Source: an optimization exercise on an open RTL-to-GDS flow (aim: small area, a short achievable clock period and few clock cycles). Production flows keep margins and buffers that such runs may drop.
No functional check of the RTL was part of any run shown here.

==> flow/design.v <==
module Controller 
(input [6:0] i_Opcode,
 input [2:0] i_Funct3,
 output reg [2:0] o_ctrl_Mem_Mode,
 output reg o_ctrl_MemRead,
 output reg o_ctrl_MemWrite,
 output reg o_ctrl_RegWrite,
 output reg o_ctrl_MemToReg,
 output reg [2:0] o_ctrl_ImmSel,
 output reg [7:0] o_ctrl_Br_Mask,
 output reg [1:0] o_ctrl_ALUop,
 output reg o_ctrl_LUI,
 output reg o_ctrl_AUIPC,
 output reg o_ctrl_Imme
 );
 always@(*) begin
	o_ctrl_Mem_Mode = i_Funct3;
	o_ctrl_MemRead = (i_Opcode == 7'b0000011)?1'b1:1'b0;
	o_ctrl_MemWrite = (i_Opcode == 7'b0100011)?1'b1:1'b0;
	o_ctrl_RegWrite = (i_Opcode == 7'b1100011 || i_Opcode == 7'b0100011)?1'b0:1'b1;
	o_ctrl_MemToReg = (i_Opcode == 7'b0000011)?1'b1:1'b0;
	o_ctrl_ImmSel = (i_Opcode == 7'b0000011 || i_Opcode == 7'b1100111 || i_Opcode == 7'b0010011)?3'b000:(i_Opcode == 7'b0100011)?3'b001:(i_Opcode == 7'b1100011)?3'b010:(i_Opcode == 7'b0010111 || i_Opcode == 7'b0110111)?3'b011:(i_Opcode == 7'b1101111)?3'b100:3'b000;
	o_ctrl_Br_Mask[7] = (i_Opcode == 7'b1101111)?1'b1:1'b0;
	o_ctrl_Br_Mask[6] = (i_Opcode == 7'b1100111)?1'b1:1'b0;
	o_ctrl_Br_Mask[5] = (i_Opcode == 7'b1100011 && i_Funct3 == 3'b111)?1'b1:1'b0;
	o_ctrl_Br_Mask[4] = (i_Opcode == 7'b1100011 && i_Funct3 == 3'b110)?1'b1:1'b0;
	o_ctrl_Br_Mask[3] = (i_Opcode == 7'b1100011 && i_Funct3 == 3'b101)?1'b1:1'b0;
	o_ctrl_Br_Mask[2] = (i_Opcode == 7'b1100011 && i_Funct3 == 3'b001)?1'b1:1'b0;
	o_ctrl_Br_Mask[1] = (i_Opcode == 7'b1100011 && i_Funct3 == 3'b100)?1'b1:1'b0;
	o_ctrl_Br_Mask[0] = (i_Opcode == 7'b1100011 && i_Funct3 == 3'b000)?1'b1:1'b0;
	o_ctrl_ALUop = (i_Opcode == 7'b0000011 || i_Opcode == 7'b0100011 || i_Opcode == 7'b1100011 || i_Opcode == 7'b0010111 || i_Opcode == 7'b1100111)?2'b00:(i_Opcode == 7'b0110011)?2'b01:(i_Opcode == 7'b0010011)?2'b10:2'b00;
	o_ctrl_LUI = (i_Opcode == 7'b0110111)?1'b1:1'b0;
	o_ctrl_AUIPC = (i_Opcode == 7'b0010111)?1'b1:1'b0;
	o_ctrl_Imme = (i_Opcode == 7'b0110011)?1'b0:1'b1;
 end
endmodule 
module ALU_Control
(input [1:0] i_ctrl_ALUop,
 input [2:0] i_Funct3,
 input [6:0] i_Funct7,
 output reg [3:0] o_ctrl_ALU_Sel,
 output reg o_ctrl_Unsigned,
 output reg o_ctrl_HSU,
 output reg o_ctrl_Start_Mul,
 output reg o_ctrl_Start_Div
 );	
 wire w_ADD, w_SUB, w_XOR, w_OR, w_AND, w_SLL, w_SRL, w_SRA, w_SLT, w_SLTU, w_MUL, w_MULH, w_MULHSU, w_MULHU, w_DIV, w_DIVU, w_REM, w_REMU;
 assign w_ADD = ((i_ctrl_ALUop == 2'b01 && i_Funct7 == 7'b0000000 && i_Funct3 == 3'b000) || (i_ctrl_ALUop == 2'b10 && i_Funct3 == 3'b000));
 assign w_SUB = (i_ctrl_ALUop == 2'b01 && i_Funct7 == 7'b0100000 && i_Funct3 == 3'b000);
 assign w_XOR = ((i_ctrl_ALUop == 2'b01 && i_Funct7 == 7'b0000000 && i_Funct3 == 3'b100) || (i_ctrl_ALUop == 2'b10 && i_Funct3 == 3'b100));
 assign w_OR = ((i_ctrl_ALUop == 2'b01 && i_Funct7 == 7'b0000000 && i_Funct3 == 3'b110) || (i_ctrl_ALUop == 2'b10 && i_Funct3 == 3'b110));
 assign w_AND = ((i_ctrl_ALUop == 2'b01 && i_Funct7 == 7'b0000000 && i_Funct3 == 3'b111) || (i_ctrl_ALUop == 2'b10 && i_Funct3 == 3'b111));
 assign w_SLL = ((i_ctrl_ALUop == 2'b01 && i_Funct7 == 7'b0000000 && i_Funct3 == 3'b001) || (i_ctrl_ALUop == 2'b10 && i_Funct7 == 7'b0000000 && i_Funct3 == 3'b001));
 assign w_SRL = ((i_ctrl_ALUop == 2'b01 && i_Funct7 == 7'b0000000 && i_Funct3 == 3'b101) || (i_ctrl_ALUop == 2'b10 && i_Funct7 == 7'b0000000 && i_Funct3 == 3'b101));
 assign w_SRA = ((i_ctrl_ALUop == 2'b01 && i_Funct7 == 7'b0100000 && i_Funct3 == 3'b101) || (i_ctrl_ALUop == 2'b10 && i_Funct7 == 7'b0100000 && i_Funct3 == 3'b101));
 assign w_SLT = ((i_ctrl_ALUop == 2'b01 && i_Funct7 == 7'b0000000 && i_Funct3 == 3'b010) || (i_ctrl_ALUop == 2'b10 && i_Funct3 == 3'b010));
 assign w_SLTU = ((i_ctrl_ALUop == 2'b01 && i_Funct7 == 7'b0000000 && i_Funct3 == 3'b011) || (i_ctrl_ALUop == 2'b10 && i_Funct3 == 3'b011));
 assign w_MUL = (i_ctrl_ALUop == 2'b01 && i_Funct7 == 7'b0000001 && i_Funct3 == 3'b000);
 assign w_MULH = (i_ctrl_ALUop == 2'b01 && i_Funct7 == 7'b0000001 && i_Funct3 == 3'b001);
 assign w_MULHSU = (i_ctrl_ALUop == 2'b01 && i_Funct7 == 7'b0000001 && i_Funct3 == 3'b010);
 assign w_MULHU = (i_ctrl_ALUop == 2'b01 && i_Funct7 == 7'b0000001 && i_Funct3 == 3'b011);
 assign w_DIV = (i_ctrl_ALUop == 2'b01 && i_Funct7 == 7'b0000001 && i_Funct3 == 3'b100);
 assign w_DIVU = (i_ctrl_ALUop == 2'b01 && i_Funct7 == 7'b0000001 && i_Funct3 == 3'b101);
 assign w_REM = (i_ctrl_ALUop == 2'b01 && i_Funct7 == 7'b0000001 && i_Funct3 == 3'b110);
 assign w_REMU = (i_ctrl_ALUop == 2'b01 && i_Funct7 == 7'b0000001 && i_Funct3 == 3'b111);
 always@(*) begin
	if(i_ctrl_ALUop == 2'b00 || w_ADD) begin
		o_ctrl_ALU_Sel = 4'b0000;
	end else if (w_SUB) begin
		o_ctrl_ALU_Sel = 4'b0001;		
	end else if (w_XOR) begin
		o_ctrl_ALU_Sel = 4'b0010;
	end else if (w_OR) begin
		o_ctrl_ALU_Sel = 4'b0011;
	end else if (w_AND) begin 
		o_ctrl_ALU_Sel = 4'b0100;
	end else if (w_SLL) begin
		o_ctrl_ALU_Sel = 4'b0101;
	end else if (w_SRL) begin
		o_ctrl_ALU_Sel = 4'b0110;
	end else if (w_SRA) begin
		o_ctrl_ALU_Sel = 4'b0111;
	end else if (w_SLT) begin
		o_ctrl_ALU_Sel = 4'b1000;
	end else if (w_SLTU) begin
		o_ctrl_ALU_Sel = 4'b1001;
	end else if (w_MUL) begin 
		o_ctrl_ALU_Sel = 4'b1010;
	end else if(w_MULH) begin
		o_ctrl_ALU_Sel = 4'b1011;
	end else if(w_MULHSU) begin
		o_ctrl_ALU_Sel = 4'b1011;
	end else if(w_MULHU) begin
		o_ctrl_ALU_Sel = 4'b1011;
	end else if(w_DIV) begin
		o_ctrl_ALU_Sel = 4'b1100;
	end else if(w_DIVU) begin
		o_ctrl_ALU_Sel = 4'b1100;
	end else if(w_REM) begin
		o_ctrl_ALU_Sel = 4'b1101;
	end else if(w_REMU) begin
		o_ctrl_ALU_Sel = 4'b1101;
	end else begin
		o_ctrl_ALU_Sel = 4'b0000;
	end
	o_ctrl_Unsigned = w_MULHU | w_DIVU | w_REMU;
	o_ctrl_HSU = w_MULHSU | w_MULHU;
	o_ctrl_Start_Mul = w_MUL | w_MULH | w_MULHSU | w_MULHU;
	o_ctrl_Start_Div = w_DIV | w_DIVU | w_REM | w_REMU;
 end
endmodule
module ImmGen 
#(parameter WIDTH = 32)
(input wire [2:0] i_ctrl_ImmSel,
 input wire i_Funct7,
 input wire [31:7] i_Imme,
 output reg [31:0] o_Imme
 );
always @(*) begin
	case(i_ctrl_ImmSel)
	  3'b000: o_Imme = (i_Funct7)?{{22{i_Imme[31]}}, i_Imme[29:20]}:{{21{i_Imme[31]}}, i_Imme[30:20]};
	  3'b001: o_Imme = {{21{i_Imme[31]}}, i_Imme[30:25], i_Imme[11:8], i_Imme[7]};
	  3'b010: o_Imme = {{20{i_Imme[31]}}, i_Imme[7], i_Imme[30:25], i_Imme[11:8], 1'b0};
	  3'b011: o_Imme = {i_Imme[31:12], 12'h0};
	  3'b100: o_Imme = {{12{i_Imme[31]}}, i_Imme[19:12], i_Imme[20], i_Imme[30:21], 1'b0};
	  default: o_Imme = 32'h0;
	 endcase
end
endmodule
module RegisterFile
#(parameter DATA_WIDTH = 32,
  parameter MEMORY_DEPTH = 32)
(input wire clk, n_rst,
 input wire [4:0] i_rs1,
 input wire [4:0] i_rs2,
 input wire [4:0] i_rd,
 input wire [DATA_WIDTH-1:0] i_WriteData,
 input wire i_ctrl_RegWrite,
 output reg [DATA_WIDTH-1:0] o_Read1,
 output reg [DATA_WIDTH-1:0] o_Read2
 );
reg [DATA_WIDTH-1:0] memory [1:MEMORY_DEPTH-1];
always@(*) begin
	o_Read1 = (i_rs1 == 5'h0) ? {DATA_WIDTH{1'b0}} : memory[i_rs1];
	o_Read2 = (i_rs2 == 5'h0) ? {DATA_WIDTH{1'b0}} : memory[i_rs2];
end
always@(posedge clk) begin
	if (n_rst) begin
		if(i_ctrl_RegWrite && i_rd != 5'h0) begin
			memory[i_rd] <= i_WriteData;
		end
	end
end
endmodule
module Decompression_Unit (input [15:0] i_low_inst,
									input [15:0] i_high_inst,
                           output reg [31:0] o_inst,
									output reg        o_ctrl_is_C_inst);
always @(*) begin
	if (i_low_inst[1:0] == 2'b00) begin 
		o_ctrl_is_C_inst = 1'b1;
		case (i_low_inst[15:13]) 
			3'b000: begin 
				if (i_low_inst[12:5] == 0) o_inst = 0;  
				else begin  
					o_inst[6:0] = 7'b0010011;  
					o_inst[11:7] = {2'b01,i_low_inst[4:2]};  
					o_inst[14:12] = 3'b000;  
					o_inst[19:15] = 5'b00010;  
					o_inst[31:20] = {2'b00, i_low_inst[10:7], i_low_inst[12:11], i_low_inst[5], i_low_inst[6], 2'b00};  
				end
			end
			3'b010: begin  
				o_inst[6:0] = 7'b0000011;  
				o_inst[11:7] = {2'b01,i_low_inst[4:2]};  
				o_inst[14:12] = 3'b010;  
				o_inst[19:15] = {2'b01,i_low_inst[9:7]};  
				o_inst[31:20] = {5'h0,i_low_inst[5], i_low_inst[12:10], i_low_inst[6], 2'b00};  
			end
			3'b110: begin  
				o_inst[6:0] = 7'b0100011;  
				o_inst[11:7] = {i_low_inst[11:10], i_low_inst[6], 2'b00};  
				o_inst[14:12] = 3'b010;  
				o_inst[19:15] = {2'b01,i_low_inst[9:7]};  
				o_inst[24:20] = {2'b01,i_low_inst[4:2]};  
				o_inst[31:25] = {5'h0,i_low_inst[5], i_low_inst[12]};  
			end
			default o_inst = 32'h0;
		endcase			
	end 
	else if (i_low_inst[1:0] == 2'b01) begin 
		o_ctrl_is_C_inst = 1'b1;
		case (i_low_inst[15:13]) 
			3'b000: begin  
				o_inst[6:0] = 7'b0010011;  
				o_inst[11:7] = i_low_inst[11:7];  
				o_inst[14:12] = 3'b000;  
				o_inst[19:15] = i_low_inst[11:7];  
				o_inst[31:20] = {{7{i_low_inst[12]}}, i_low_inst[6:2]};  
			end
			3'b001: begin  
				o_inst[6:0] = 7'b1101111;  
				o_inst[11:7] = 5'b00001;  
				o_inst[31:12] = {i_low_inst[12], i_low_inst[8], i_low_inst[10:9], i_low_inst[6], i_low_inst[7], i_low_inst[2], i_low_inst[11], i_low_inst[5:3], {9{i_low_inst[12]}}};
			end
			3'b010: begin  
				o_inst[6:0] = 7'b0010011;  
				o_inst[11:7] = i_low_inst[11:7];  
				o_inst[14:12] = 3'b000;  
				o_inst[19:15] = 5'h0;  
				o_inst[31:20] = {{7{i_low_inst[12]}}, i_low_inst[6:2]};  
			end
			3'b011: begin  
				if (i_low_inst[11:7] == 5'h2) begin  
					o_inst[6:0] = 7'b0010011;  
					o_inst[11:7] = i_low_inst[11:7];  
					o_inst[14:12] = 3'b000;  
					o_inst[19:15] = i_low_inst[11:7];  
					o_inst[31:20] = {{3{i_low_inst[12]}}, i_low_inst[4:3], i_low_inst[5], i_low_inst[2], i_low_inst[6], 4'h0};  
				end else begin  
					o_inst[6:0] = 7'b0110111;  
					o_inst[11:7] = i_low_inst[11:7];  
					o_inst[31:12] = {{15{i_low_inst[12]}}, i_low_inst[6:2]};  
				end
			end
			3'b100: begin  
				if (i_low_inst[11:10] == 2'b00) begin  
					o_inst[6:0] = 7'b0010011;  
					o_inst[11:7] = {2'b01,i_low_inst[9:7]};  
					o_inst[14:12] = 3'b101;  
					o_inst[19:15] = {2'b01,i_low_inst[9:7]};  
					o_inst[24:20] = i_low_inst[6:2];  
					o_inst[31:25] = 7'h0;  
				end else if (i_low_inst[11:10] == 2'b01) begin  
					o_inst[6:0] = 7'b0010011;  
					o_inst[11:7] = {2'b01,i_low_inst[9:7]};  
					o_inst[14:12] = 3'b101;  
					o_inst[19:15] = {2'b01,i_low_inst[9:7]};  
					o_inst[24:20] = {i_low_inst[6:2]};  
					o_inst[31:25] = 7'b0100000;  
				end else if (i_low_inst[11:10] == 2'b10) begin  
					o_inst[6:0] = 7'b0010011;  
					o_inst[11:7] = {2'b01,i_low_inst[9:7]};  
					o_inst[14:12] = 3'b111;  
					o_inst[19:15] = {2'b01,i_low_inst[9:7]};  
					o_inst[31:20] = {{7{i_low_inst[12]}}, i_low_inst[6:2]};  
				end else begin
					if (i_low_inst[12] == 1'b0) begin  
						if (i_low_inst[6:5] == 2'b00) begin  
							o_inst[6:0] = 7'b0110011;  
							o_inst[11:7] = {2'b01,i_low_inst[9:7]};  
							o_inst[14:12] = 3'b000;  
							o_inst[19:15] = {2'b01,i_low_inst[9:7]};  
							o_inst[24:20] = {2'b01,i_low_inst[4:2]};  
							o_inst[31:25] = 7'b0100000;  
						end else if (i_low_inst[6:5] == 2'b01) begin  
							o_inst[6:0] = 7'b0110011;  
							o_inst[11:7] = {2'b01,i_low_inst[9:7]};  
							o_inst[14:12] = 3'b100;  
							o_inst[19:15] = {2'b01,i_low_inst[9:7]};  
							o_inst[24:20] = {2'b01,i_low_inst[4:2]};  
							o_inst[31:25] = 7'b0000000;  
						end else if (i_low_inst[6:5] == 2'b10) begin  
							o_inst[6:0] = 7'b0110011;  
							o_inst[11:7] = {2'b01,i_low_inst[9:7]};  
							o_inst[14:12] = 3'b110;  
							o_inst[19:15] = {2'b01,i_low_inst[9:7]};  
							o_inst[24:20] = {2'b01,i_low_inst[4:2]};  
							o_inst[31:25] = 7'b0000000;  
						end else begin  
							o_inst[6:0] = 7'b0110011;  
							o_inst[11:7] = {2'b01,i_low_inst[9:7]};  
							o_inst[14:12] = 3'b111;  
							o_inst[19:15] = {2'b01,i_low_inst[9:7]};  
							o_inst[24:20] = {2'b01,i_low_inst[4:2]};  
							o_inst[31:25] = 7'b0000000;  
						end
					end else o_inst = 32'h0;
				end	
			end
			3'b101: begin  
				o_inst[6:0] = 7'b1101111;  
				o_inst[11:7] = 5'b00000;  
				o_inst[31:12] = {i_low_inst[12], i_low_inst[8], i_low_inst[10:9], i_low_inst[6], i_low_inst[7], i_low_inst[2], i_low_inst[11], i_low_inst[5:3], {9{i_low_inst[12]}}};
			end
			3'b110: begin  
				o_inst[6:0] = 7'b1100011;  
				o_inst[11:7] = {i_low_inst[11:10], i_low_inst[4:3], i_low_inst[12]};  
				o_inst[14:12] = 3'b000;  
				o_inst[19:15] = {2'b01,i_low_inst[9:7]};  
				o_inst[24:20] = 5'h0;  
				o_inst[31:25] = {{4{i_low_inst[12]}}, i_low_inst[6:5], i_low_inst[2]};  
			end
			3'b111: begin  
				o_inst[6:0] = 7'b1100011;  
				o_inst[11:7] = {i_low_inst[11:10], i_low_inst[4:3], i_low_inst[12]};  
				o_inst[14:12] = 3'b001;  
				o_inst[19:15] = {2'b01,i_low_inst[9:7]};  
				o_inst[24:20] = 5'h0;  
				o_inst[31:25] = {{4{i_low_inst[12]}}, i_low_inst[6:5], i_low_inst[2]};  
			end
			default o_inst = 32'h0;
		endcase
	end
	else if (i_low_inst[1:0] == 2'b10) begin  
		o_ctrl_is_C_inst = 1'b1;
		case (i_low_inst[15:13]) 
			3'b000: begin  
				o_inst[6:0] = 7'b0010011;  
				o_inst[11:7] = i_low_inst[11:7];  
				o_inst[14:12] = 3'b001;  
				o_inst[19:15] = i_low_inst[11:7];  
				o_inst[24:20] = {i_low_inst[6:2]};  
				o_inst[31:25] = 7'b0000000;  
			end
			3'b010: begin  
				o_inst[6:0] = 7'b0000011;  
				o_inst[11:7] = i_low_inst[11:7];  
				o_inst[14:12] = 3'b010;  
				o_inst[19:15] = 5'd2;  
				o_inst[31:20] = {4'b0, i_low_inst[3:2], i_low_inst[12], i_low_inst[6:4], 2'b00};  
			end
			3'b100: begin 
				if (i_low_inst[12] == 1'b0 && i_low_inst[6:2] == 5'd0) begin 
					o_inst[6:0] = 7'b1100111;  
					o_inst[11:7] = 5'd0;  
					o_inst[14:12] = 3'b000;  
					o_inst[19:15] = i_low_inst[11:7];  
					o_inst[31:20] = 12'h0;  
				end
				else if (i_low_inst[12] == 1'b0 && i_low_inst[6:2] != 5'd0) begin 
					o_inst[6:0] = 7'b0110011;  
					o_inst[11:7] = i_low_inst[11:7];  
					o_inst[14:12] = 3'b000;  
					o_inst[19:15] = 5'd0;  
					o_inst[24:20] = i_low_inst[6:2];  
					o_inst[31:25] = 7'b0000000;  
				end
				else if (i_low_inst[12] == 1'b1 && i_low_inst[6:2] == 5'd0) begin 
					o_inst[6:0] = 7'b1100111;  
					o_inst[11:7] = 5'd1;  
					o_inst[14:12] = 3'b000;  
					o_inst[19:15] = i_low_inst[11:7];  
					o_inst[31:20] = 12'h0;  
				end
				else begin  
					o_inst[6:0] = 7'b0110011;  
					o_inst[11:7] = i_low_inst[11:7];  
					o_inst[14:12] = 3'b000;  
					o_inst[19:15] = i_low_inst[11:7];  
					o_inst[24:20] = i_low_inst[6:2];  
					o_inst[31:25] = 7'b0000000;  
				end
			end
			3'b110: begin  
				o_inst[6:0] = 7'b0100011;  
				o_inst[11:7] = {i_low_inst[11:9], 2'b00};  
				o_inst[14:12] = 3'b010;  
				o_inst[19:15] = 5'd2;  
				o_inst[24:20] = i_low_inst[6:2];  
				o_inst[31:25] = {4'h0,i_low_inst[8:7], i_low_inst[12]};  
			end
			default o_inst = 32'h0;
		endcase
	end
	else begin
		o_ctrl_is_C_inst = 1'b0;
		o_inst = {i_high_inst,i_low_inst};
	end
end									
endmodule
module MulDiv
(input clk,
 input n_rst,
 input i_start_mul,
 input i_start_div,
 input [2:0] i_funct3,
 input [31:0] i_A,
 input [31:0] i_B,
 output [31:0] o_result,
 output o_busy
 );
 localparam S_IDLE = 3'd0, S_MUL = 3'd1, S_DNORM = 3'd2, S_DITER = 3'd3, S_FIN = 3'd4;
 reg [2:0] r_state;
 reg [4:0] r_cnt;
 reg [33:0] r_acc;    
 reg [31:0] r_lo;     
 reg [31:0] r_D;      
 assign o_busy = (i_start_mul | i_start_div) & (r_state != S_FIN);
 wire w_mul_signed = (i_funct3[1:0] != 2'b11);
 wire [32:0] w_A33 = {w_mul_signed & i_A[31], i_A};
 wire w_first = (r_state == S_IDLE);
 wire [1:0] w_bsel = w_first ? 2'd0 : r_cnt[1:0];
 reg [7:0] w_byte;
 always @(*) begin
	case (w_bsel)
		2'd0: w_byte = i_B[7:0];
		2'd1: w_byte = i_B[15:8];
		2'd2: w_byte = i_B[23:16];
		default: w_byte = i_B[31:24];
	endcase
 end
 wire [41:0] w_Aext = {{9{w_A33[32]}}, w_A33};
 wire [41:0] w_accin = w_first ? 42'd0 : {{8{r_acc[33]}}, r_acc};
 wire [41:0] pp0 = w_byte[0] ? w_Aext       : 42'd0;
 wire [41:0] pp1 = w_byte[1] ? w_Aext << 1  : 42'd0;
 wire [41:0] pp2 = w_byte[2] ? w_Aext << 2  : 42'd0;
 wire [41:0] pp3 = w_byte[3] ? w_Aext << 3  : 42'd0;
 wire [41:0] pp4 = w_byte[4] ? w_Aext << 4  : 42'd0;
 wire [41:0] pp5 = w_byte[5] ? w_Aext << 5  : 42'd0;
 wire [41:0] pp6 = w_byte[6] ? w_Aext << 6  : 42'd0;
 wire [41:0] pp7 = w_byte[7] ? w_Aext << 7  : 42'd0;
 wire [41:0] s1 = w_accin ^ pp0 ^ pp1;
 wire [41:0] c1 = ((w_accin & pp0) | (w_accin & pp1) | (pp0 & pp1)) << 1;
 wire [41:0] s2 = pp2 ^ pp3 ^ pp4;
 wire [41:0] c2 = ((pp2 & pp3) | (pp2 & pp4) | (pp3 & pp4)) << 1;
 wire [41:0] s3 = pp5 ^ pp6 ^ pp7;
 wire [41:0] c3 = ((pp5 & pp6) | (pp5 & pp7) | (pp6 & pp7)) << 1;
 wire [41:0] s4 = s1 ^ c1 ^ s2;
 wire [41:0] c4 = ((s1 & c1) | (s1 & s2) | (c1 & s2)) << 1;
 wire [41:0] s5 = c2 ^ s3 ^ c3;
 wire [41:0] c5 = ((c2 & s3) | (c2 & c3) | (s3 & c3)) << 1;
 wire [41:0] s6 = s4 ^ c4 ^ s5;
 wire [41:0] c6 = ((s4 & c4) | (s4 & s5) | (c4 & s5)) << 1;
 wire [41:0] s7 = s6 ^ c6 ^ c5;
 wire [41:0] c7 = ((s6 & c6) | (s6 & c5) | (c6 & c5)) << 1;
 wire [41:0] w_msum = s7 + c7;
 wire w_div_signed = ~i_funct3[0];
 wire [31:0] w_absA = (w_div_signed & i_A[31]) ? -i_A : i_A;
 wire [31:0] w_absB = (w_div_signed & i_B[31]) ? -i_B : i_B;
 reg [5:0] w_zr, w_zd;
 integer k;
 always @(*) begin
	w_zr = 6'd32;
	for (k = 0; k < 32; k = k + 1) if (r_acc[k]) w_zr = 6'd31 - k;
	w_zd = 6'd32;
	for (k = 0; k < 32; k = k + 1) if (r_D[k]) w_zd = 6'd31 - k;
 end
 wire [5:0] w_shift = w_zd - w_zr;
 wire [32:0] w_diff = {1'b0, r_acc[31:0]} - {1'b0, r_D};
 always @(posedge clk or negedge n_rst) begin
	if (!n_rst) begin
		r_state <= S_IDLE;
		r_cnt <= 5'd0;
	end else begin
		case (r_state)
			S_IDLE: begin
				if (i_start_mul) begin
					r_state <= S_MUL;
					r_cnt <= 5'd1;
				end else if (i_start_div) begin
					r_state <= S_DNORM;
				end
			end
			S_MUL: begin
				r_cnt <= r_cnt + 5'd1;
				if (r_cnt[1:0] == 2'd3) r_state <= S_FIN;
			end
			S_DNORM: begin
				r_cnt <= w_shift[4:0];
				if (r_D == 32'd0 || w_zd < w_zr) r_state <= S_FIN;
				else r_state <= S_DITER;
			end
			S_DITER: begin
				r_cnt <= r_cnt - 5'd1;
				if (r_cnt == 5'd0) r_state <= S_FIN;
			end
			default: r_state <= S_IDLE;
		endcase
	end
 end
 always @(posedge clk) begin
	case (r_state)
		S_IDLE: begin
			if (i_start_mul) begin
				r_acc <= w_msum[41:8];
				r_lo <= {w_msum[7:0], r_lo[31:8]};
			end else begin
				r_acc <= {2'b00, w_absA};
				r_D <= w_absB;
			end
		end
		S_MUL: begin
			r_acc <= w_msum[41:8];
			r_lo <= {w_msum[7:0], r_lo[31:8]};
		end
		S_DNORM: begin
			r_D <= r_D << w_shift[4:0];
			r_lo <= (r_D == 32'd0) ? 32'hFFFFFFFF : 32'd0;
		end
		S_DITER: begin
			if (!w_diff[32]) r_acc[31:0] <= w_diff[31:0];
			r_lo <= {r_lo[30:0], ~w_diff[32]};
			r_D <= r_D >> 1;
		end
		default: ;
	endcase
 end
 wire [31:0] w_dval = i_funct3[1] ? r_acc[31:0] : r_lo;
 wire w_dneg = w_div_signed & (i_funct3[1] ? i_A[31] : (i_A[31] ^ i_B[31]));
 wire [31:0] w_dres = w_dneg ? -w_dval : w_dval;
 assign o_result = i_funct3[2] ? w_dres : ((i_funct3[1:0] == 2'b00) ? r_lo : r_acc[31:0]);
endmodule
module ALU
#(parameter DATA_WIDTH = 32)
(input [3:0] i_ctrl_ALU_Sel,
 input i_ctrl_Sub,
 input [DATA_WIDTH-1:0] i_A,
 input [DATA_WIDTH-1:0] i_B,
 input [DATA_WIDTH-1:0] i_MD_Result,
 output reg [DATA_WIDTH-1:0] o_ALU_Result,
 output [DATA_WIDTH-1:0] o_Sum,
 output o_EQ,
 output o_LT,
 output o_LTU
 );
 wire [DATA_WIDTH:0] w_sum = {1'b0, i_A} + {1'b0, i_B ^ {DATA_WIDTH{i_ctrl_Sub}}} + {{DATA_WIDTH{1'b0}}, i_ctrl_Sub};
 assign o_Sum = w_sum[DATA_WIDTH-1:0];
 assign o_LTU = ~w_sum[DATA_WIDTH];
 assign o_LT = (i_A[DATA_WIDTH-1] ^ i_B[DATA_WIDTH-1]) ? i_A[DATA_WIDTH-1] : w_sum[DATA_WIDTH-1];
 assign o_EQ = (i_A == i_B);
 wire w_left = (i_ctrl_ALU_Sel == 4'b0101);
 wire w_fill = (i_ctrl_ALU_Sel == 4'b0111) & i_A[DATA_WIDTH-1];
 reg [DATA_WIDTH-1:0] w_shin, w_shres;
 wire [DATA_WIDTH-1:0] w_shout;
 integer k;
 always @(*) begin
	for (k = 0; k < DATA_WIDTH; k = k + 1) w_shin[k] = w_left ? i_A[DATA_WIDTH-1-k] : i_A[k];
 end
 wire [2*DATA_WIDTH-1:0] w_shext = {{DATA_WIDTH{w_fill}}, w_shin} >> i_B[4:0];
 assign w_shout = (|i_B[DATA_WIDTH-1:5]) ? {DATA_WIDTH{w_fill}} : w_shext[DATA_WIDTH-1:0];
 always @(*) begin
	for (k = 0; k < DATA_WIDTH; k = k + 1) w_shres[k] = w_left ? w_shout[DATA_WIDTH-1-k] : w_shout[k];
 end
 always @(*) begin
	case (i_ctrl_ALU_Sel)
		4'b0000, 4'b0001: o_ALU_Result = o_Sum;
		4'b0010: o_ALU_Result = i_A ^ i_B;
		4'b0011: o_ALU_Result = i_A | i_B;
		4'b0100: o_ALU_Result = i_A & i_B;
		4'b0101, 4'b0110, 4'b0111: o_ALU_Result = w_shres;
		4'b1000: o_ALU_Result = {{(DATA_WIDTH-1){1'b0}}, o_LT};
		4'b1001: o_ALU_Result = {{(DATA_WIDTH-1){1'b0}}, o_LTU};
		4'b1010, 4'b1011, 4'b1100, 4'b1101: o_ALU_Result = i_MD_Result;
		default: o_ALU_Result = {DATA_WIDTH{1'b0}};
	endcase
 end
endmodule
module DataMem
#(parameter DATA_WIDTH = 32)
(input clk,
 input n_rst,
 input i_ctrl_MemRead,
 input i_ctrl_MemWrite,
 input [2:0] i_ctrl_Mem_Mode,
 input [DATA_WIDTH-1:0] i_Addr,
 input [DATA_WIDTH-1:0] i_WriteData,
 output reg [DATA_WIDTH-1:0] o_MemOut,
 output [DATA_WIDTH-1:0] o_dmem_addr,
 output reg [DATA_WIDTH-1:0] o_dmem_wdata,
 output reg [3:0] o_dmem_wstrb,
 input [DATA_WIDTH-1:0] i_dmem_rdata
 );
wire [1:0] offset;
wire [DATA_WIDTH-1:0] word;
wire [1:0] w_ctrl_Mode;
wire w_ctrl_UnsignLoad;
assign offset = i_Addr[1:0];
assign w_ctrl_Mode = i_ctrl_Mem_Mode[1:0];
assign w_ctrl_UnsignLoad = i_ctrl_Mem_Mode[2];
assign o_dmem_addr = i_Addr;
assign word = i_dmem_rdata;
always@(*) begin
	if(i_ctrl_MemRead) begin
		case(w_ctrl_Mode)
			2'b00: 
				begin
					case(offset)
						2'b00: o_MemOut = (w_ctrl_UnsignLoad)?{24'b0, word[7:0]}:{{24{word[7]}}, word[7:0]};
						2'b01: o_MemOut = (w_ctrl_UnsignLoad)?{24'b0, word[15:8]}:{{24{word[15]}}, word[15:8]};
						2'b10: o_MemOut = (w_ctrl_UnsignLoad)?{24'b0, word[23:16]}:{{24{word[23]}}, word[23:16]};
						2'b11: o_MemOut = (w_ctrl_UnsignLoad)?{24'b0, word[31:24]}:{{24{word[31]}}, word[31:24]};
					endcase
				end
			2'b01: 
				begin
					case(offset[1])
						1'b0: o_MemOut = (w_ctrl_UnsignLoad)?{16'b0, word[15:0]}:{{16{word[15]}}, word[15:0]};
						1'b1: o_MemOut = (w_ctrl_UnsignLoad)?{16'b0, word[31:16]}:{{16{word[31]}}, word[31:16]};
					endcase
				end
			2'b10: o_MemOut = word;
			default: o_MemOut = 32'b0;
		endcase
	end else begin
		o_MemOut = 32'b0;
	end
end
always@(*) begin
	o_dmem_wstrb = 4'b0000;
	o_dmem_wdata = 32'b0;
	if(i_ctrl_MemWrite) begin
		case(w_ctrl_Mode)
			2'b00: 
				begin
					o_dmem_wdata = {4{i_WriteData[7:0]}};
					case(offset)
						2'b00: o_dmem_wstrb = 4'b0001;
						2'b01: o_dmem_wstrb = 4'b0010;
						2'b10: o_dmem_wstrb = 4'b0100;
						2'b11: o_dmem_wstrb = 4'b1000;
					endcase
				end
			2'b01: 
				begin
					o_dmem_wdata = {2{i_WriteData[15:0]}};
					case(offset[1])
						1'b0: o_dmem_wstrb = 4'b0011;
						1'b1: o_dmem_wstrb = 4'b1100;
					endcase
				end
			2'b10:
				begin
					o_dmem_wdata = i_WriteData;
					o_dmem_wstrb = 4'b1111;
				end
			default: o_dmem_wstrb = 4'b0000;
		endcase
	end
end
endmodule
module RV32ICM
#(parameter DATA_WIDTH = 32)
(input clk,
 input n_rst,
 output [DATA_WIDTH-1:0] o_imem_addr,
 input  [DATA_WIDTH-1:0] i_imem_rdata,
 output [DATA_WIDTH-1:0] o_dmem_addr,
 output [DATA_WIDTH-1:0] o_dmem_wdata,
 output [3:0] o_dmem_wstrb,
 input  [DATA_WIDTH-1:0] i_dmem_rdata
 );
 wire w_busy;
 wire w_ex_redirect;
 wire [31:0] w_ex_target;
 wire w_id_stall;
 wire w_id_predict;
 wire [31:0] w_id_pcimm, w_id_pcnext;
 reg [31:0] r_PC;
 wire [31:0] w_IF_inst;
 wire w_IF_isC;
 Decompression_Unit Decomp (.i_low_inst(i_imem_rdata[15:0]),
                            .i_high_inst(i_imem_rdata[31:16]),
                            .o_inst(w_IF_inst),
                            .o_ctrl_is_C_inst(w_IF_isC));
 assign o_imem_addr = r_PC;
 wire [31:0] w_PC2 = r_PC + 32'd2;
 wire [31:0] w_PC4 = r_PC + 32'd4;
 wire [31:0] w_PC_seq = w_IF_isC ? w_PC2 : w_PC4;
 always @(posedge clk or negedge n_rst) begin
	if (!n_rst) r_PC <= 32'd0;
	else if (!w_busy) begin
		if (w_ex_redirect) r_PC <= w_ex_target;
		else if (w_id_stall) r_PC <= r_PC;
		else if (w_id_predict) r_PC <= w_id_pcimm;
		else r_PC <= w_PC_seq;
	end
 end
 reg r_IFID_valid;
 reg [31:0] r_IFID_inst, r_IFID_PC;
 reg r_IFID_isC;
 always @(posedge clk or negedge n_rst) begin
	if (!n_rst) r_IFID_valid <= 1'b0;
	else if (!w_busy) begin
		if (w_ex_redirect || (!w_id_stall && w_id_predict)) r_IFID_valid <= 1'b0;
		else if (!w_id_stall) r_IFID_valid <= 1'b1;
	end
 end
 always @(posedge clk) begin
	if (!w_busy && !w_id_stall) begin
		r_IFID_inst <= w_IF_inst;
		r_IFID_PC <= r_PC;
		r_IFID_isC <= w_IF_isC;
	end
 end
 wire [31:0] I = r_IFID_inst;
 wire [6:0] w_op = I[6:0];
 wire [2:0] w_f3 = I[14:12];
 wire [6:0] w_f7 = I[31:25];
 wire [4:0] w_rs1 = I[19:15];
 wire [4:0] w_rs2 = I[24:20];
 wire [4:0] w_rd = I[11:7];
 wire [2:0] w_Mem_Mode, w_ImmSel;
 wire w_MemRead, w_MemWrite, w_RegWrite, w_MemToReg, w_LUI, w_AUIPC, w_Imme;
 wire [7:0] w_Br_Mask;
 wire [1:0] w_ALUop;
 Controller Ctrler (.i_Opcode(w_op), .i_Funct3(w_f3),
                    .o_ctrl_Mem_Mode(w_Mem_Mode), .o_ctrl_MemRead(w_MemRead),
                    .o_ctrl_MemWrite(w_MemWrite), .o_ctrl_RegWrite(w_RegWrite),
                    .o_ctrl_MemToReg(w_MemToReg), .o_ctrl_ImmSel(w_ImmSel),
                    .o_ctrl_Br_Mask(w_Br_Mask), .o_ctrl_ALUop(w_ALUop),
                    .o_ctrl_LUI(w_LUI), .o_ctrl_AUIPC(w_AUIPC), .o_ctrl_Imme(w_Imme));
 wire [31:0] w_imm;
 ImmGen immgen1 (.i_Imme(I[31:7]), .i_ctrl_ImmSel(w_ImmSel), .i_Funct7(I[30]), .o_Imme(w_imm));
 wire [3:0] w_ALU_Sel;
 wire w_Unsigned, w_HSU, w_Start_Mul, w_Start_Div;
 ALU_Control ALUctrl1 (.i_ctrl_ALUop(w_ALUop), .i_Funct3(w_f3), .i_Funct7(w_f7),
                       .o_ctrl_ALU_Sel(w_ALU_Sel), .o_ctrl_Unsigned(w_Unsigned), .o_ctrl_HSU(w_HSU),
                       .o_ctrl_Start_Mul(w_Start_Mul), .o_ctrl_Start_Div(w_Start_Div));
 wire w_is_branch = |w_Br_Mask[5:0];
 wire w_is_jal = w_Br_Mask[7];
 wire w_is_jalr = w_Br_Mask[6];
 wire w_is_op = (w_op == 7'b0110011);
 wire w_use_rs1 = ~(w_LUI | w_AUIPC | w_is_jal);
 wire w_use_rs2 = w_is_op | w_MemWrite | (w_op == 7'b1100011);
 wire w_we = w_RegWrite & (w_rd != 5'd0);
 wire w_sub = (w_ALU_Sel == 4'b0001) | (w_ALU_Sel == 4'b1000) | (w_ALU_Sel == 4'b1001) | w_is_branch;
 wire w_use_alt = w_LUI | w_AUIPC | w_is_jal | w_is_jalr;
 assign w_id_pcimm = r_IFID_PC + w_imm;
 assign w_id_pcnext = r_IFID_PC + (r_IFID_isC ? 32'd2 : 32'd4);
 assign w_id_predict = r_IFID_valid & (w_is_jal | (w_is_branch & I[31]));
 wire [31:0] w_alt = w_LUI ? w_imm : ((w_AUIPC | (w_is_branch & ~I[31])) ? w_id_pcimm : w_id_pcnext);
 reg r_MEMWB_we;
 reg [4:0] r_MEMWB_rd;
 reg [31:0] r_MEMWB_data;
 wire [31:0] w_rf1, w_rf2;
 RegisterFile RegFile1 (.clk(clk), .n_rst(n_rst), .i_rs1(w_rs1), .i_rs2(w_rs2),
                        .i_rd(r_MEMWB_rd), .i_WriteData(r_MEMWB_data), .i_ctrl_RegWrite(r_MEMWB_we),
                        .o_Read1(w_rf1), .o_Read2(w_rf2));
 wire [31:0] w_r1 = (r_MEMWB_we && r_MEMWB_rd == w_rs1) ? r_MEMWB_data : w_rf1;
 wire [31:0] w_r2 = (r_MEMWB_we && r_MEMWB_rd == w_rs2) ? r_MEMWB_data : w_rf2;
 reg r_IDEX_valid;
 reg r_IDEX_we, r_IDEX_MemRead, r_IDEX_MemWrite, r_IDEX_Start_Mul, r_IDEX_Start_Div;
 reg r_IDEX_is_branch, r_IDEX_is_jalr, r_IDEX_pred, r_IDEX_use_alt, r_IDEX_use_imm, r_IDEX_sub;
 reg [2:0] r_IDEX_f3;
 reg [3:0] r_IDEX_ALU_Sel;
 reg [4:0] r_IDEX_rd;
 reg r_IDEX_fa_mem, r_IDEX_fa_wb, r_IDEX_fb_mem, r_IDEX_fb_wb;
 reg [31:0] r_IDEX_r1, r_IDEX_r2, r_IDEX_imm, r_IDEX_alt;
 reg r_EXMEM_we, r_EXMEM_MemRead, r_EXMEM_MemWrite;
 reg [2:0] r_EXMEM_f3;
 reg [4:0] r_EXMEM_rd;
 reg [31:0] r_EXMEM_result, r_EXMEM_sdata;
 wire w_IDEX_we_v = r_IDEX_valid & r_IDEX_we;
 assign w_id_stall = r_IFID_valid & r_IDEX_valid & r_IDEX_MemRead & r_IDEX_we &
                     ((w_use_rs1 & (r_IDEX_rd == w_rs1)) | (w_use_rs2 & (r_IDEX_rd == w_rs2)));
 always @(posedge clk or negedge n_rst) begin
	if (!n_rst) r_IDEX_valid <= 1'b0;
	else if (!w_busy) r_IDEX_valid <= r_IFID_valid & ~w_ex_redirect & ~w_id_stall;
 end
 always @(posedge clk) begin
	if (!w_busy) begin
		r_IDEX_we <= w_we;
		r_IDEX_MemRead <= w_MemRead;
		r_IDEX_MemWrite <= w_MemWrite;
		r_IDEX_Start_Mul <= w_Start_Mul;
		r_IDEX_Start_Div <= w_Start_Div;
		r_IDEX_is_branch <= w_is_branch;
		r_IDEX_is_jalr <= w_is_jalr;
		r_IDEX_pred <= I[31];
		r_IDEX_use_alt <= w_use_alt;
		r_IDEX_use_imm <= ~(w_is_op | (w_op == 7'b1100011));
		r_IDEX_sub <= w_sub;
		r_IDEX_f3 <= w_f3;
		r_IDEX_ALU_Sel <= w_ALU_Sel;
		r_IDEX_rd <= w_rd;
		r_IDEX_fa_mem <= w_IDEX_we_v & (r_IDEX_rd == w_rs1);
		r_IDEX_fa_wb <= r_EXMEM_we & (r_EXMEM_rd == w_rs1);
		r_IDEX_fb_mem <= w_IDEX_we_v & (r_IDEX_rd == w_rs2);
		r_IDEX_fb_wb <= r_EXMEM_we & (r_EXMEM_rd == w_rs2);
		r_IDEX_r1 <= w_r1;
		r_IDEX_r2 <= w_r2;
		r_IDEX_imm <= w_imm;
		r_IDEX_alt <= w_alt;
	end
 end
 wire [31:0] w_A = r_IDEX_fa_mem ? r_EXMEM_result : (r_IDEX_fa_wb ? r_MEMWB_data : r_IDEX_r1);
 wire [31:0] w_B = r_IDEX_fb_mem ? r_EXMEM_result : (r_IDEX_fb_wb ? r_MEMWB_data : r_IDEX_r2);
 wire [31:0] w_opB = r_IDEX_use_imm ? r_IDEX_imm : w_B;
 wire [31:0] w_MD_Result;
 wire w_MD_Busy;
 MulDiv md1 (.clk(clk), .n_rst(n_rst),
             .i_start_mul(r_IDEX_valid & r_IDEX_Start_Mul),
             .i_start_div(r_IDEX_valid & r_IDEX_Start_Div),
             .i_funct3(r_IDEX_f3), .i_A(w_A), .i_B(w_B),
             .o_result(w_MD_Result), .o_busy(w_MD_Busy));
 assign w_busy = w_MD_Busy;
 wire [31:0] w_ALU_Result, w_Sum;
 wire w_EQ, w_LT, w_LTU;
 ALU alu1 (.i_ctrl_ALU_Sel(r_IDEX_ALU_Sel), .i_ctrl_Sub(r_IDEX_sub), .i_A(w_A), .i_B(w_opB),
           .i_MD_Result(w_MD_Result), .o_ALU_Result(w_ALU_Result), .o_Sum(w_Sum),
           .o_EQ(w_EQ), .o_LT(w_LT), .o_LTU(w_LTU));
 reg w_cond;
 always @(*) begin
	case (r_IDEX_f3)
		3'b000: w_cond = w_EQ;
		3'b001: w_cond = ~w_EQ;
		3'b100: w_cond = w_LT;
		3'b101: w_cond = ~w_LT;
		3'b110: w_cond = w_LTU;
		default: w_cond = ~w_LTU;
	endcase
 end
 assign w_ex_redirect = r_IDEX_valid & (r_IDEX_is_jalr | (r_IDEX_is_branch & (w_cond ^ r_IDEX_pred)));
 assign w_ex_target = r_IDEX_is_jalr ? w_Sum : r_IDEX_alt;
 wire [31:0] w_EX_result = r_IDEX_use_alt ? r_IDEX_alt : w_ALU_Result;
 always @(posedge clk or negedge n_rst) begin
	if (!n_rst) begin
		r_EXMEM_we <= 1'b0;
		r_EXMEM_MemRead <= 1'b0;
		r_EXMEM_MemWrite <= 1'b0;
	end else if (!w_busy) begin
		r_EXMEM_we <= w_IDEX_we_v;
		r_EXMEM_MemRead <= r_IDEX_valid & r_IDEX_MemRead;
		r_EXMEM_MemWrite <= r_IDEX_valid & r_IDEX_MemWrite;
	end
 end
 always @(posedge clk) begin
	if (!w_busy) begin
		r_EXMEM_f3 <= r_IDEX_f3;
		r_EXMEM_rd <= r_IDEX_rd;
		r_EXMEM_result <= w_EX_result;
		r_EXMEM_sdata <= w_B;
	end
 end
 wire [31:0] w_MemOut;
 DataMem DMEM (.clk(clk), .n_rst(n_rst),
               .i_ctrl_MemRead(r_EXMEM_MemRead), .i_ctrl_MemWrite(r_EXMEM_MemWrite),
               .i_ctrl_Mem_Mode(r_EXMEM_f3), .i_Addr(r_EXMEM_result), .i_WriteData(r_EXMEM_sdata),
               .o_MemOut(w_MemOut), .o_dmem_addr(o_dmem_addr), .o_dmem_wdata(o_dmem_wdata),
               .o_dmem_wstrb(o_dmem_wstrb), .i_dmem_rdata(i_dmem_rdata));
 always @(posedge clk or negedge n_rst) begin
	if (!n_rst) r_MEMWB_we <= 1'b0;
	else if (!w_busy) r_MEMWB_we <= r_EXMEM_we;
 end
 always @(posedge clk) begin
	if (!w_busy) begin
		r_MEMWB_rd <= r_EXMEM_rd;
		r_MEMWB_data <= r_EXMEM_MemRead ? w_MemOut : r_EXMEM_result;
	end
 end
endmodule
==> flow/run.sh <==
#!/bin/bash
# synth_recipe.tcl (not shown) runs the flow's synth.tcl, then flattens the netlist and writes it again
# the make line also repeats each setting of config.mk as NAME=value (left out here)
make -C /OpenROAD-flow-scripts/flow DESIGN_CONFIG=/design/flow/config.mk WORK_HOME=/design/flow/orfs CLKGATE_MAP_FILE= SYNTH_SCRIPT=/design/flow/synth_recipe.tcl finish
==> flow/config.mk <==
export PLATFORM = sky130hd
export DESIGN_NAME = RV32ICM
export DESIGN_NICKNAME = RV32ICM
export VERILOG_FILES = /design/flow/design.v
export SDC_FILE = /design/flow/constraint.sdc
export NUM_CORES = 4
export LEC_CHECK = 0
export CAP_MARGIN = 20
export CORE_MARGIN = 2
export CORE_UTILIZATION = 40
export PLACE_DENSITY = 0.6
export SLEW_MARGIN = 20
==> flow/constraint.sdc <==
create_clock -name core_clock -period 12.0 [get_ports {clk}]
set_input_delay 2.4000 -clock core_clock [delete_from_list [all_inputs] [get_ports {clk}]]
set_output_delay 2.4000 -clock core_clock [all_outputs]
set_load 0.01 [all_outputs]
==> results by group, run 1 <==
Yosys
  • Synth top area cells: edfxtp_1, mux4_2, fa_1, mux2i_1, ha_1
  • Post-synthesis async set-or-reset flop share: 0.03129
  • Register bit count reported by yosys: 1470
  • Mapped cell area: 0.09597 mm²
  • Most used DFF post-synth: edfxtp_1
  • Cell count after synthesis: 7978
  • Post-synth top area cell: edfxtp_1
  • Yosys warning total: 9
  • Post-synth EDFFs: 1419
  • Syn avg cell area: 12.03 µm²
  • Yosys cell types: 104
  • Syn Nets: 8513
  • Post-synthesis sequential area ratio: 0.4570
  • Area share of the largest cell type after synthesis: 0.4440

Setup path
  • CP startpoint kind: flop
  • Slowest CP cell: o21ai_1
  • Most used cell along the critical path: fa_1
  • Setup crit end kind: flop
  • Worst Path Max Fanout: 33
  • Worst path arrival time: 9270 ps
  • Crit path required time: 12650 ps
  • CP Class: reg -> reg
  • Crit-path cells: buf_4, mux2i_1, o21ai_1, nor2b_1, a211oi_1, a221oi_4, buf_4, and2_1, fa_1, fa_1, fa_1, ha_1, ha_1, fa_1, a21o_1, a21oi_1, o21bai_1, a2111o_1, a2111o_1, a41o_1, a21boi_0, o21bai_1, xnor2_1, a222oi_1
  • Crit path largest cell delay: 840 ps

Clock network
  • Latest clock arrival within the worst-skew pair: 860 ps
  • Post-cts sizing count: 0
  • CTS tree: yes
  • TritonCTS Buffers: 159
  • Root Buffer: clkbuf_16
  • Hold-fix buffers, CTS: 0
  • CTS Sinks: 1470
  • Setup Fix Bufs, Post-CTS: 0
  • H-tree depth: 4
  • CTS Buffer Depth: 3
  • Clock Pin Slew Worst Setup and Hold Paths: 60 ps

Floorplanning
  • Initial core utilization: 0.4027
  • Row count: 179
  • Die ar.: 0.2439 mm²
  • Placeable Area: 0.2383 mm²
  • Die height: 493.8 µm
  • # IOs: 166
  • Die width: 493.8 µm

Final layout
  • Area Overhead vs Synth: 11.70%
  • Largest reg by FF count: RegFile1.memory
  • Layout cells sized above 1: 0.1512
  • Finished Layout Cells: 11305
  • Nets: 8535
  • Regs by FF count: RegFile1.memory: 992 flops, md1.r_acc: 34 flops
  • Max FFs per register: 992
  • Most frequent cells in the layout: edfxtp_1, nor2_1, nand2_1
  • Commonest non-fill, non-tap cell in the layout: edfxtp_1
  • # fillers: 21709

Global route
  • Gr ovfl total: 0
  • GRT Total Usage: 0.3007
  • Vias in the first global route: 70512
  • Initial antenna violation count: 14
  • First-pass GRT wire length: 526.1 mm
  • Largest net degree at the start of global routing: 135

Route
  • Drt drc: 0
  • Drt first-iter violations: 9590
  • Total number of vias: 72233
  • Pre-antenna DRT Iters: 8
  • Post-Route WL: 372.5 mm
  • Vias per Instance: 6.389
  • Antenna Nets Post-Route: 0
  • DR WL/cell: 32.95 µm

STA
  • Max-slew violation count: 0
  • Final Setup Violations: 0
  • WHS: 515.3 ps
  • Max transition margin: 0.1878
  • Slew at the pin closest to its max-slew limit: 1211 ps
  • Setup TNS: 0 ps
  • Tcrit/Tclk final: 0.7188
  • Final setup margin: 3375 ps
  • Final Critical Period: 8625 ps
  • Max Freq: 0.1159 GHz
  • RSZ-0062 raised after global routing: false
  • Final Hold Vio Count: 0
  • Clk_skew: 73.45 ps

Run
  • Number of max-cap violations: 0

Placement
  • Global placement routability congestion: 1.032
  • Detailed placer's ending HPWL: 258.6 mm
  • Pre-CTS setup slack: 3544 ps
  • Port buffer count: 165
  • Placed Cells incl. Taps: 10991

Run status
  • Run status: no timing/DRC/antenna violations

Hold path
  • Hold WC Path Type: reg -> reg
[cells in the mapped netlist (34+ instances only)]
cell type / n
a211oi_1: 111
a21o_1: 70
a21oi_1: 547
a221oi_1: 69
a31oi_1: 52
and2_1: 78
and3_1: 39
buf_1: 105
buf_2: 36
clkbuf_1: 393
dfrtp_1: 46
edfxtp_1: 1419
fa_1: 247
ha_1: 222
inv_1: 435
mux2_2: 60
mux2i_1: 415
mux4_2: 584
nand2_1: 625
nand2b_1: 44
nand3_1: 99
nand4_1: 46
nor2_1: 683
nor2b_1: 53
nor3_1: 90
nor4_1: 48
o21a_1: 65
o21ai_0: 377
o21ai_1: 35
o21bai_1: 37
o221ai_1: 35
o22ai_1: 55
o31ai_1: 34
xnor2_1: 214
xor2_1: 118
[layout make-up]
type | count | area [µm²] | area share
flip-flops and latches | 1470 | 43880 | 0.4093
well taps | 3167 | 3963 | 0.03696
clock inverters | 92 | 1002 | 0.009349
repair buffers | 405 | 3680 | 0.03433
diodes | 9 | 22.52 | 0.0002101
clock buffers | 198 | 4209 | 0.03926
inverters | 456 | 1719 | 0.01604
multi-input cells | 5508 | 48720 | 0.4545
[worst max-delay path, delay by kind of cell, from the launching register on]
family / cells / cell delay [ps]
compound gates: 12 / 3660
fa+ha+maj: 6 / 2440
buf+inv: 2 / 840
flops: 1 / 750
simple gates: 2 / 460
xor+xnor: 1 / 150
mux: 1 / 140
[stage by stage]
step / utilization / area [µm²]
global placement: 0.4266 / 101700
finish: 0.4499 / 107200
floorplan: - / 95970
global route: 0.4498 / 107200
CTS: 0.4488 / 106900
detailed placement: 0.4269 / 101700
[worst paths after layout]
check / startpoint / to / slack (ps) / cells after the start
setup / recovery: r_IDEX_fb_wb / md1.r_acc[24] / 3370 / 24
hold / removal: r_IDEX_MemWrite / r_EXMEM_MemWrite / 520 / 2
setup reg to reg: r_IDEX_fb_wb / md1.r_acc[24] / 3370 / 24
hold reg to reg: r_IDEX_MemWrite / r_EXMEM_MemWrite / 520 / 2
max in group asynchronous: n_rst / md1.r_state[0] / 9390 / 2
min in group asynchronous: n_rst / r_MEMWB_we / 1380 / 1
[cells by family (layout without fill, tap and decap cells)]
kind of cell               count (synthesis)  after routing  synth area share
other                                      0              9                 0
muxes                                   1064           1064            0.1880
xor gates and xnor gates                 332            332           0.03030
and+or+nand+nor                         1900           1900           0.08838
DFF                                     1470           1470            0.4570
AOI/OAI and AO/OA                       1743           1743            0.1157
buffers and inverters                   1000           1151           0.04009
adders and majority gates                469            469           0.08047
[metal layers]
metal,wire [µm],GRT usage,up-vias,share of wire
met1,146700,0.4069,37014,0.39
met5,39,0,-,0.00010
met3,35400,0.05577,815,0.095
met2,168600,0.4658,4084,0.45
li1,-,-,30314,-
met4,21820,0.1484,6,0.059
==> run 2: changes to the inputs <==
--- a/flow/design.v
+++ b/flow/design.v
@@ -386,22 +386,12 @@
  reg [33:0] r_acc;    
  reg [31:0] r_lo;     
  reg [31:0] r_D;      
+ reg [32:0] r_X;      
  assign o_busy = (i_start_mul | i_start_div) & (r_state != S_FIN);
  wire w_mul_signed = (i_funct3[1:0] != 2'b11);
- wire [32:0] w_A33 = {w_mul_signed & i_A[31], i_A};
- wire w_first = (r_state == S_IDLE);
- wire [1:0] w_bsel = w_first ? 2'd0 : r_cnt[1:0];
- reg [7:0] w_byte;
- always @(*) begin
-	case (w_bsel)
-		2'd0: w_byte = i_B[7:0];
-		2'd1: w_byte = i_B[15:8];
-		2'd2: w_byte = i_B[23:16];
-		default: w_byte = i_B[31:24];
-	endcase
- end
- wire [41:0] w_Aext = {{9{w_A33[32]}}, w_A33};
- wire [41:0] w_accin = w_first ? 42'd0 : {{8{r_acc[33]}}, r_acc};
+ wire [7:0] w_byte = r_D[7:0];
+ wire [41:0] w_Aext = {{9{r_X[32]}}, r_X};
+ wire [41:0] w_accin = {{8{r_acc[33]}}, r_acc};
  wire [41:0] pp0 = w_byte[0] ? w_Aext       : 42'd0;
  wire [41:0] pp1 = w_byte[1] ? w_Aext << 1  : 42'd0;
  wire [41:0] pp2 = w_byte[2] ? w_Aext << 2  : 42'd0;
@@ -447,7 +437,7 @@
 			S_IDLE: begin
 				if (i_start_mul) begin
 					r_state <= S_MUL;
-					r_cnt <= 5'd1;
+					r_cnt <= 5'd0;
 				end else if (i_start_div) begin
 					r_state <= S_DNORM;
 				end
@@ -473,8 +463,9 @@
 	case (r_state)
 		S_IDLE: begin
 			if (i_start_mul) begin
-				r_acc <= w_msum[41:8];
-				r_lo <= {w_msum[7:0], r_lo[31:8]};
+				r_X <= {w_mul_signed & i_A[31], i_A};
+				r_D <= i_B;
+				r_acc <= 34'd0;
 			end else begin
 				r_acc <= {2'b00, w_absA};
 				r_D <= w_absB;
@@ -483,6 +474,7 @@
 		S_MUL: begin
 			r_acc <= w_msum[41:8];
 			r_lo <= {w_msum[7:0], r_lo[31:8]};
+			r_D <= r_D >> 8;
 		end
 		S_DNORM: begin
 			r_D <= r_D << w_shift[4:0];
--- a/flow/config.mk
+++ b/flow/config.mk
@@ -9,4 +9,5 @@
 export CORE_MARGIN = 2
 export CORE_UTILIZATION = 40
 export PLACE_DENSITY = 0.6
+export SETUP_SLACK_MARGIN = 5
 export SLEW_MARGIN = 20
==> run 2 against run 1 <==
- core utilization decreased by 0.053 points
- cell count up 1.3%
- still clean on timing, DRC and antenna
- critical path type unchanged
- maximum frequency is 27% higher
==> results by group, run 2 <==
Run status
  • Run status: no timing/DRC/antenna violations

Yosys
  • Post-synth top area cell: edfxtp_1
  • Mapped cell area: 0.09673 mm² (+0.80%)
  • Post-synthesis sequential area ratio: 0.4637 (+0.006626)
  • Most frequent cell after synthesis: edfxtp_1
  • Synth top area cells: edfxtp_1, mux4_2, fa_1, mux2i_1, a21oi_1
  • Post-synth EDFFs: 1452 (+2.3%)
  • Post-synth top cells: edfxtp_1, nand2_1, a21oi_1
  • Area share of the largest cell type after synthesis: 0.4507 (+0.006729)
  • Yosys warning total: 9 (unchanged)
  • Syn Nets: 8645 (+1.6%)
  • Cell count after synthesis: 8110 (+1.7%)
  • Syn avg cell area: 11.93 µm² (-0.84%)
  • Most used DFF post-synth: edfxtp_1
  • Register bit count reported by yosys: 1503 (+2.2%)
  • Post-synthesis async set-or-reset flop share: 0.03061 (-0.0006871)
  • Yosys cell types: 90 (-13%)

Setup path
  • FF-to-FF setup slack: 5210 ps (+1840 ps)
  • Worst Path Max Fanout: 40 (+21%)
  • Worst setup endpoint: md1.r_acc[31]
  • FF-to-FF path depth: 19 (-21%)
  • Reg-to-reg endpoint: md1.r_acc[31]
  • Most used cell along the critical path: fa_1
  • CP startpoint kind: flop
  • Setup crit end kind: flop
  • Crit-path cells: buf_4, nand2_1, fa_1, fa_1, fa_1, fa_1, inv_1, ha_1, a21o_1, a2111oi_0, o21bai_1, nand3_1, nand2_1, o21ai_0, o21ai_0, a41o_1, or4b_2, a21o_1, o211ai_1
  • Family with the most delay on the worst path: adder cells
  • Crit path required time: 12640 ps (about the same)
  • Slowest CP cell: or4b_2
  • Critical Path Stages: 19 (-21%)
  • Worst path arrival time: 7430 ps (-1840 ps)
  • Worst r2r src: md1.r_D[3]
  • CP Class: reg -> reg
  • Crit path largest cell delay: 610 ps (-230 ps)
  • Buf/Inv on CP: 2 (unchanged)
  • CP Launch Point: md1.r_D[3]

STA
  • Tcrit/Tclk final: 0.5657 (-0.1531)
  • Slew at the pin closest to its max-slew limit: 1263 ps (+52.52 ps)
  • Final Hold Vio Count: 0 (unchanged)
  • WHS: 508.7 ps (-6.547 ps)
  • Final Critical Period: 6788 ps (-1837 ps)
  • RSZ-0062 raised after global routing: false
  • Final Setup Violations: 0 (unchanged)
  • Final setup margin: 5212 ps (+1837 ps)
  • Setup TNS: 0 ps (unchanged)
  • Clk_skew: 80.13 ps (+6.679 ps)
  • Max Freq: 0.1473 GHz (+27%)
  • Max transition margin: 0.1577 (-0.03014)
  • Max-slew violation count: 0 (unchanged)

Route
  • DR WL/cell: 32.16 µm (-2.4%)
  • Vias per Instance: 6.381 (-0.14%)
  • Drt drc: 0 (unchanged)
  • Total number of vias: 73078 (+1.2%)
  • Pre-antenna DRT Iters: 10 (+2)
  • Antenna Nets Post-Route: 0 (unchanged)
  • Drt first-iter violations: 9381 (-2.2%)
  • Post-Route WL: 368.3 mm (-1.1%)

Global route
  • Vias in the first global route: 70945 (+0.61%)
  • Initial antenna violation count: 18 (+4)
  • Gr ovfl total: 0 (unchanged)
  • Largest net degree at the start of global routing: 154 (+14%)
  • First-pass GRT wire length: 520.5 mm (-1.1%)
  • GRT Total Usage: 0.2936 (-0.007127)

Placement
  • Placed cell area: 0.1024 mm² (+0.68%)
  • Pre-CTS setup slack: 5218 ps (+1674 ps)
  • Global placement routability congestion: 1.057 (+2.4%)
  • Placed Cells incl. Taps: 11132 (+1.3%)
  • Port buffer count: 165 (unchanged)
  • Detailed placer's ending HPWL: 251.2 mm (-2.9%)

Clock network
  • Clock Pin Slew Worst Setup and Hold Paths: 60 ps (about the same)
  • H-tree depth: 4 (unchanged)
  • CTS Sinks: 1503 (+2.2%)
  • CTS Buffer Depth: 3 (unchanged)
  • TritonCTS Buffers: 162 (+1.9%)
  • Latest clock arrival within the worst-skew pair: 870 ps (about the same)
  • Root Buffer: clkbuf_16
  • CTS tree: yes
  • Hold-fix buffers, CTS: 0 (unchanged)

Run
  • Number of max-cap violations: 0 (unchanged)

Final layout
  • Finished Core Util: 0.4493 (-0.0005280)
  • Layout cells sized above 1: 0.1441 (-0.007085)
  • Regs by FF count: RegFile1.memory: 992 flops, md1.r_acc: 34 flops, md1.r_X: 33 flops
  • Commonest non-fill, non-tap cell in the layout: edfxtp_1
  • Nets: 8667 (+1.5%)
  • # fillers: 21818 (+0.50%)
  • Area Overhead vs Synth: 11.73% (about the same)
  • Max FFs per register: 992 (unchanged)
  • Largest reg by FF count: RegFile1.memory
  • Finished Layout Cells: 11453 (+1.3%)
  • Post-route cell area: 0.1081 mm² (+0.82%)
  • Most frequent cells in the layout: edfxtp_1, nand2_1, a21oi_1

Floorplanning
  • # IOs: 166 (unchanged)
  • Row count: 180 (+0.56%)
  • Die height: 495.8 µm (+0.39%)
  • Initial core utilization: 0.4022 (-0.0005538)
  • Die ar.: 0.2458 mm² (+0.79%)
  • Placeable Area: 0.2405 mm² (+0.94%)
  • Die width: 495.8 µm (+0.39%)

Hold path
  • Hold WC Path Type: reg -> reg
==> run 2: changes by cell type after synthesis, sizes merged, moves of 55 or more <==
| cell | previous run | this run |
|---|---|---|
| nor2 | 685 | 463 |
| and2 | 78 | 214 |
| mux4 | 584 | 509 |
| a21oi | 548 | 617 |
| nand2 | 627 | 693 |
| o21ai | 413 | 468 |
==> run 2: kinds of logic (layout without fill, tap and decap cells) <==
group                      count (synthesis)  count (layout)  synth area share
and+or+nand+nor                         1869            1869           0.08957
other                                      0               3                 0
DFF                                     1503            1503            0.4637
adders and majority gates                469             469           0.07983
AOI/OAI and AO/OA                       1972            1972            0.1291
muxes                                   1006            1006            0.1713
buffers and inverters                    992            1147           0.03946
xor gates and xnor gates                 299             299           0.02707
==> run 2: layout make-up <==
type	count	area, µm²	area share
Antenna cell	3	7.507	0.00006946
Clock buffer	205	4298	0.03977
Clock inverter	92	987.2	0.009134
Timing Repair Buffer	407	3759	0.03478
Tap cell	3185	3985	0.03687
Sequential cell	1503	44870	0.4152
Inverter	443	1667	0.01542
Multi-Input combinational cell	5615	48500	0.4488
==> run 2: worst min path at each step <==
stage | endpoint | depth (start not counted) | slack [ps] | startpoint
after global placement | r_EXMEM_MemRead | 2 | 500 | r_IDEX_MemRead
after detailed placement | r_IDEX_rd[2] | 0 | 490 | r_IFID_inst[9]
after floorplan | r_IDEX_pred | 0 | 420 | r_IFID_inst[31]
after global routing | r_IDEX_rd[2] | 0 | 510 | r_IFID_inst[9]
final | r_IDEX_rd[2] | 0 | 510 | r_IFID_inst[9]
after CTS | r_IDEX_rd[2] | 0 | 510 | r_IFID_inst[9]
==> run 2: layer usage <==
| layer | part of all wire | GRT usage | up-vias | wire length [µm] |
|---|---|---|---|---|
| li1 | - | - | 30904 | - |
| met1 | 0.37 | 0.3738 | 37137 | 137800 |
| met5 | 0.000087 | 0 | - | 32 |
| met2 | 0.46 | 0.4645 | 4042 | 170300 |
| met4 | 0.073 | 0.1789 | 6 | 26910 |
| met3 | 0.090 | 0.05620 | 989 | 33220 |
==> run 2: timing repair <==
item / 4_1_cts / 5_1_grt
setup buffers: 0 / 1
setup endpoints to repair: 0 / 23
gates resized for setup: 0 / 2

[separate check: timing with driven ports]
The results above use ideal ports. As a check the final layouts listed here were re-extracted and re-timed, cells and wires unchanged.
Step 1, drivers: a clkbuf_16 drives clk and a buf_2 each remaining input, both assumed.
Step 2 times the ports against the registers' clock, not the clock port: input delays grow and output delays shrink by t, the midpoint of the rising clock arrivals with the driver on.
Three values: no drivers, after step 1, after step 2; two values: the first two.
run | t (ns) | setup slack, ns | clock arrival spread, ns
run 1 | 0.911 | 3.375 / 3.375 / 3.375 | 0.074 / 0.074
run 2 | 0.921 | 5.212 / 5.212 / 5.212 | 0.081 / 0.080
After both steps setup and hold are still met in every run listed.
